From an optimization exercise on the open Yosys and OpenROAD flow, aimed at small area, a short achievable clock period and few clock cycles; shortcuts taken in it are not production practice.
Power is estimated from default activity; no workload was simulated.

==> flow/design.v <==
`timescale 1ns / 1ps
module top_module(ans,sign,overflow,car,done,a,b,con,start,clk,rst);
    input [7:0] a;
    input [7:0] b;
    input [2:0] con;
    input start;
    input clk;
    input rst;
    output sign;
    output reg car,overflow,done;
    output [15:0] ans;
    function [10:0] add10;
        input [9:0] x;
        input [9:0] y;
        input       ci;
        reg   [9:0] g, p, gg, pp, gn, pn;
        integer k, l;
        begin
            g = x & y;
            p = x ^ y;
            g[0] = g[0] | (p[0] & ci);
            gg = g;
            pp = p;
            for (l = 1; l < 16; l = l * 2) begin
                gn = gg;
                pn = pp;
                for (k = 0; k < 10; k = k + 1)
                    if ((k / l) % 2 == 1) begin
                        gn[k] = gg[k] | (pp[k] & gg[(k / l) * l - 1]);
                        pn[k] = pp[k] & pp[(k / l) * l - 1];
                    end
                gg = gn;
                pp = pn;
            end
            add10 = {gg[9], p ^ {gg[8:0], ci}};
        end
    endfunction
    reg [15:0] R;       
    reg [7:0]  X;       
    reg [9:0]  Z;       
    reg [2:0]  cnt;     
    reg        c_neg;   
    reg        sa;      
    reg        Rx;      
    reg        mbusy, dbusy;
    reg        mflag;   
    assign ans = {R[15:8] + {7'd0, sa}, R[7:0]};
    assign sign = mflag ? R[15] : R[7];
    wire idle = ~mbusy & ~dbusy;
    wire is_add = (con == 3'b000);
    wire is_sub = (con == 3'b001);
    wire is_mul = (con == 3'b010);
    wire is_div = (con == 3'b011);
    wire is_and = (con == 3'b100);
    wire is_or  = (con == 3'b101);
    wire is_not = (con == 3'b110);
    wire is_xor = (con == 3'b111);
    wire arith  = is_add | is_sub;
    wire [7:0]  bx  = b ^ {8{is_sub}};
    wire [9:0]  ain = is_mul ? {{2{a[7]}}, a} : {2'b00, a};
    wire [9:0]  bin = is_mul ? {a[7], a, 1'b0} : {2'b00, bx};
    wire [10:0] sumc = add10(ain, bin, is_sub);
    wire [9:0]  sum = sumc[9:0];
    wire        ov  = (a[7] == bx[7]) && (sum[7] != a[7]);
    function [7:0] mthermo;
        input [7:0] x;
        integer k;
        begin
            for (k = 0; k < 8; k = k + 1)
                mthermo[k] = x[7] ? ~((&((x >> k) | (8'hff << (8 - k)))) & (|(x << (8 - k))))
                                  : |(x >> k);
        end
    endfunction
    wire [7:0] ta = mthermo(a);
    wire [7:0] tb = mthermo(b);
    wire       qzero = |(tb & ~ta);
    wire       bzero = (b == 8'd0);
    function [2:0] t2b;
        input [7:0] t;
        begin
            t2b[0] = (t[0] & ~t[1]) | (t[2] & ~t[3]) | (t[4] & ~t[5]) | (t[6] & ~t[7]);
            t2b[1] = (t[1] & ~t[3]) | (t[5] & ~t[7]);
            t2b[2] = t[3] & ~t[7];
        end
    endfunction
    wire [2:0] la = t2b(ta);
    wire [2:0] lb = t2b(tb);
    wire [2:0] sh = la - lb;
    wire       dsign = a[7] ^ b[7];    
    wire       dfill = ~dsign;
    wire [7:0] bq  = b ^ {8{dfill}};
    wire [8:0] d1  = sh[0] ? {bq, dfill} : {bq[7], bq};
    wire [8:0] d2  = sh[1] ? {d1[6:0], {2{dfill}}} : d1;
    wire [8:0] dal = sh[2] ? {d2[4:0], {4{dfill}}} : d2;
    wire [7:0] dz_lo = a[7] ? ((a == 8'h80) ? 8'h02 : 8'h01) : 8'hff;
    wire [9:0] a1  = {{2{a[7]}}, a};
    wire [9:0] a2  = {a[7], a, 1'b0};
    wire [9:0] m0  = b[1] ? (b[0] ? sum : a2) : (b[0] ? a1 : 10'd0);
    wire [7:0] cap_lo = ({8{arith}}  & sum[7:0])
                      | ({8{is_and}} & (a & b))
                      | ({8{is_or}}  & (a | b))
                      | ({8{is_not}} & ~b)
                      | ({8{is_xor}} & (a ^ b))
                      | ({8{is_mul}} & {m0[1:0], b[7:2]})
                      | ({8{is_div & bzero}} & dz_lo);
    reg  [8:0] am1;
    reg        az;
    integer    t;
    always @* begin
        az = 1'b1;
        for (t = 0; t < 8; t = t + 1) begin
            am1[t] = a[t] ^ az;
            az = az & ~a[t];
        end
        am1[8] = a[7] & ~az;
    end
    wire [8:0] ad = a[7] ? am1 : {1'b0, a};
    wire [7:0] cap_hi = ({8{is_div}} & ad[7:0]) | ({8{is_mul}} & m0[9:2]);
    wire       cap_x  = (is_div & ad[8]) | (is_mul & m0[9]);
    function [9:0] booth;
        input [7:0] m;
        input [2:0] d;
        reg one, two;
        begin
            one = d[1] ^ d[0];
            two = (d[2] & ~d[1] & ~d[0]) | (~d[2] & d[1] & d[0]);
            booth = (({10{one}} & {{2{m[7]}}, m}) | ({10{two}} & {m[7], m, 1'b0}))
                  ^ {10{d[2]}};
        end
    endfunction
    wire [9:0] p    = {Rx, Rx, R[15:8]};
    wire [10:0] yc  = add10(p, Z, c_neg);
    wire [9:0] y    = yc[9:0];
    wire       qb   = ~(y[9] ^ sa);
    reg  [7:0] qm1;
    reg        nz;
    integer    i;
    always @* begin
        nz = 1'b0;
        for (i = 0; i < 8; i = i + 1) begin
            qm1[i] = R[i] ^ ~nz;
            nz = nz | R[i];
        end
    end
    wire [7:0] qn   = qb ? {(c_neg ? R[6:0] : qm1[6:0]), 1'b1} : {R[6:0], 1'b0};
    wire [8:0] rn   = qb ? y[8:0] : {Rx, R[15:8]};
    wire [7:0] xn   = idle ? a : X;
    wire [2:0] dn   = idle ? {b[3:2], 1'b0} : R[3:1];
    wire [9:0] zmul = booth(xn, dn);
    wire [15:0] mulv = {y, R[7:2]};
    wire [15:0] divv = {rn[7:0], qn};
    wire        last = (cnt == 3'd0);
    always @(posedge clk) begin
        R <= ({16{mbusy}} & mulv) | ({16{dbusy}} & divv) | ({16{idle}} & {cap_hi, cap_lo});
        Rx <= (mbusy & y[9]) | (dbusy & rn[8]) | (idle & cap_x);
        if (idle)
            mflag <= is_mul;
        car <= idle & arith & sum[8];
        overflow <= idle & arith & ov;
        cnt <= idle ? (is_mul ? 3'd2 : sh[2:0]) : cnt - 3'd1;
        X <= xn;
        if (dbusy) begin
            Z <= {Z[9], Z[9:1]};
        end else if (mbusy | is_mul) begin
            Z <= zmul;
            c_neg <= dn[2];
        end else begin
            Z <= {dal[8], dal};
            c_neg <= ~dsign;
        end
        if (idle)
            sa <= is_div & a[7];
        done <= ~rst & ((idle & start & ~is_mul & ~(is_div & ~bzero & ~qzero))
                        | (~idle & last));
        if (rst) begin
            mbusy <= 1'b0;
            dbusy <= 1'b0;
        end else if (idle) begin
            mbusy <= start & is_mul;
            dbusy <= start & is_div & ~bzero & ~qzero;
        end else if (last) begin
            mbusy <= 1'b0;
            dbusy <= 1'b0;
        end
    end
endmodule
clock: 5.0 ns
lec_check: 0
abc_area: 1
cap_margin: 20
core_margin: 2
core_utilization: 50
place_density: 0.65
setup_slack_margin: 2.0
slew_margin: 20
standard.sh (not shown) runs the stock make flow with config.mk's settings and CLKGATE_MAP_FILE= SYNTH_SCRIPT=/design/flow/synth_recipe.tcl, a recipe that flattens the netlist after the stock synthesis.
==> flow/flow/run.sh <==
#!/bin/bash
# Standard layout, with fast input/output buffers, sizing not tied to the cell
# footprint, and adders left to ABC (no full/half-adder cell extraction).
set -euo pipefail
bash standard.sh MATCH_CELL_FOOTPRINT=0 "BUFFER_PORTS_ARGS=-buffer_cell sky130_fd_sc_hd__buf_2" ADDER_MAP_FILE= finish > standard_flow.log 2>&1
Change:
--- a/flow/design.v
+++ b/flow/design.v
@@ -38,17 +38,27 @@
     reg [15:0] R;       
     reg [7:0]  X;       
     reg [9:0]  Z;       
     reg [2:0]  cnt;     
     reg        c_neg;   
     reg        sa;      
-    reg        Rx;      
     reg        mbusy, dbusy;
     reg        mflag;   
-    assign ans = {R[15:8] + {7'd0, sa}, R[7:0]};
-    assign sign = mflag ? R[15] : R[7];
+    reg        qneg;    
+    wire [7:0] qlo;                  
+    assign qlo[0] = 1'b0;
+    assign qlo[1] = R[0];
+    assign qlo[2] = R[0] | R[1];
+    assign qlo[3] = qlo[2] | R[2];
+    assign qlo[4] = qlo[2] | (R[2] | R[3]);
+    assign qlo[5] = qlo[4] | R[4];
+    assign qlo[6] = qlo[4] | (R[4] | R[5]);
+    assign qlo[7] = qlo[4] | (R[4] | R[5] | R[6]);
+    wire [7:0] qout = R[7:0] ^ ({8{qneg}} & qlo);
+    assign ans = {R[15:8], qout};
+    assign sign = mflag ? R[15] : qout[7];
     wire idle = ~mbusy & ~dbusy;
     wire is_add = (con == 3'b000);
     wire is_sub = (con == 3'b001);
     wire is_mul = (con == 3'b010);
     wire is_div = (con == 3'b011);
     wire is_and = (con == 3'b100);
@@ -100,64 +110,43 @@
                       | ({8{is_and}} & (a & b))
                       | ({8{is_or}}  & (a | b))
                       | ({8{is_not}} & ~b)
                       | ({8{is_xor}} & (a ^ b))
                       | ({8{is_mul}} & {m0[1:0], b[7:2]})
                       | ({8{is_div & bzero}} & dz_lo);
-    reg  [8:0] am1;
-    reg        az;
-    integer    t;
-    always @* begin
-        az = 1'b1;
-        for (t = 0; t < 8; t = t + 1) begin
-            am1[t] = a[t] ^ az;
-            az = az & ~a[t];
-        end
-        am1[8] = a[7] & ~az;
-    end
-    wire [8:0] ad = a[7] ? am1 : {1'b0, a};
-    wire [7:0] cap_hi = ({8{is_div}} & ad[7:0]) | ({8{is_mul}} & m0[9:2]);
-    wire       cap_x  = (is_div & ad[8]) | (is_mul & m0[9]);
+    wire [7:0] cap_hi = ({8{is_div}} & a) | ({8{is_mul}} & m0[9:2]);
     function [9:0] booth;
         input [7:0] m;
         input [2:0] d;
         reg one, two;
         begin
             one = d[1] ^ d[0];
             two = (d[2] & ~d[1] & ~d[0]) | (~d[2] & d[1] & d[0]);
             booth = (({10{one}} & {{2{m[7]}}, m}) | ({10{two}} & {m[7], m, 1'b0}))
                   ^ {10{d[2]}};
         end
     endfunction
-    wire [9:0] p    = {Rx, Rx, R[15:8]};
+    wire [9:0] p    = {{2{R[15]}}, R[15:8]};
     wire [10:0] yc  = add10(p, Z, c_neg);
     wire [9:0] y    = yc[9:0];
-    wire       qb   = ~(y[9] ^ sa);
-    reg  [7:0] qm1;
-    reg        nz;
-    integer    i;
-    always @* begin
-        nz = 1'b0;
-        for (i = 0; i < 8; i = i + 1) begin
-            qm1[i] = R[i] ^ ~nz;
-            nz = nz | R[i];
-        end
-    end
-    wire [7:0] qn   = qb ? {(c_neg ? R[6:0] : qm1[6:0]), 1'b1} : {R[6:0], 1'b0};
-    wire [8:0] rn   = qb ? y[8:0] : {Rx, R[15:8]};
+    wire       yz   = c_neg ? (&(p ^ Z)) : ((p ^ Z) == {p[8:0] | Z[8:0], 1'b0});
+    wire       qb   = sa ? (y[9] | yz) : ~y[9];
+    wire [7:0] qn   = {R[6:0], qb};
+    wire [7:0] rn   = qb ? y[7:0] : R[15:8];
     wire [7:0] xn   = idle ? a : X;
     wire [2:0] dn   = idle ? {b[3:2], 1'b0} : R[3:1];
     wire [9:0] zmul = booth(xn, dn);
     wire [15:0] mulv = {y, R[7:2]};
-    wire [15:0] divv = {rn[7:0], qn};
+    wire [15:0] divv = {rn, qn};
     wire        last = (cnt == 3'd0);
     always @(posedge clk) begin
         R <= ({16{mbusy}} & mulv) | ({16{dbusy}} & divv) | ({16{idle}} & {cap_hi, cap_lo});
-        Rx <= (mbusy & y[9]) | (dbusy & rn[8]) | (idle & cap_x);
-        if (idle)
+        if (idle) begin
             mflag <= is_mul;
+            qneg <= is_div & dsign & ~bzero;
+        end
         car <= idle & arith & sum[8];
         overflow <= idle & arith & ov;
         cnt <= idle ? (is_mul ? 3'd2 : sh[2:0]) : cnt - 3'd1;
         X <= xn;
         if (dbusy) begin
             Z <= {Z[9], Z[9:1]};
@@ -166,13 +155,13 @@
             c_neg <= dn[2];
         end else begin
             Z <= {dal[8], dal};
             c_neg <= ~dsign;
         end
         if (idle)
-            sa <= is_div & a[7];
+            sa <= a[7];
         done <= ~rst & ((idle & start & ~is_mul & ~(is_div & ~bzero & ~qzero))
                         | (~idle & last));
         if (rst) begin
             mbusy <= 1'b0;
             dbusy <= 1'b0;
         end else if (idle) begin
=> The changed run produced a clean layout; via count shrinks by 5.5%; hold slack degrades by 17 ps; clock power is lower by about 6%; core utilization climbs by 0.37 points; die area went down by 5.2%.
No run of this note included a check of the RTL's function; only the layout flow was run.

[separate check: timing with driven ports]
How much do the figures lean on ideal ports? The routed layouts below were timed once more, with nothing changed but the port constraints. Step 1 sets driving cells, clkbuf_16 on the clock port and buf_2 on the other inputs (assumed; they add their load-dependent delay and slew). Step 2 also shifts input and output timing later by t, the mid clock arrival at the registers, as if the neighbouring blocks saw the same clock. Three values: ideal, step 1, step 2; two values: the first two.
run	t, ns	setup WS [ns]	slew at the worst register clock pin (ns)	worst data-port slew with drivers (ns)	pins driven straight from the clock port
the first run	0.340	2.070 / 2.081 / 1.741	0.10 / 0.10	0.04	1
the second run	0.340	2.108 / 2.080 / 1.831	0.10 / 0.10	0.03	1
After both steps every run listed still meets setup and hold. The setup slack of the first run, which loses most, moves by +0.011 ns with the drivers and by -0.329 ns with both steps.
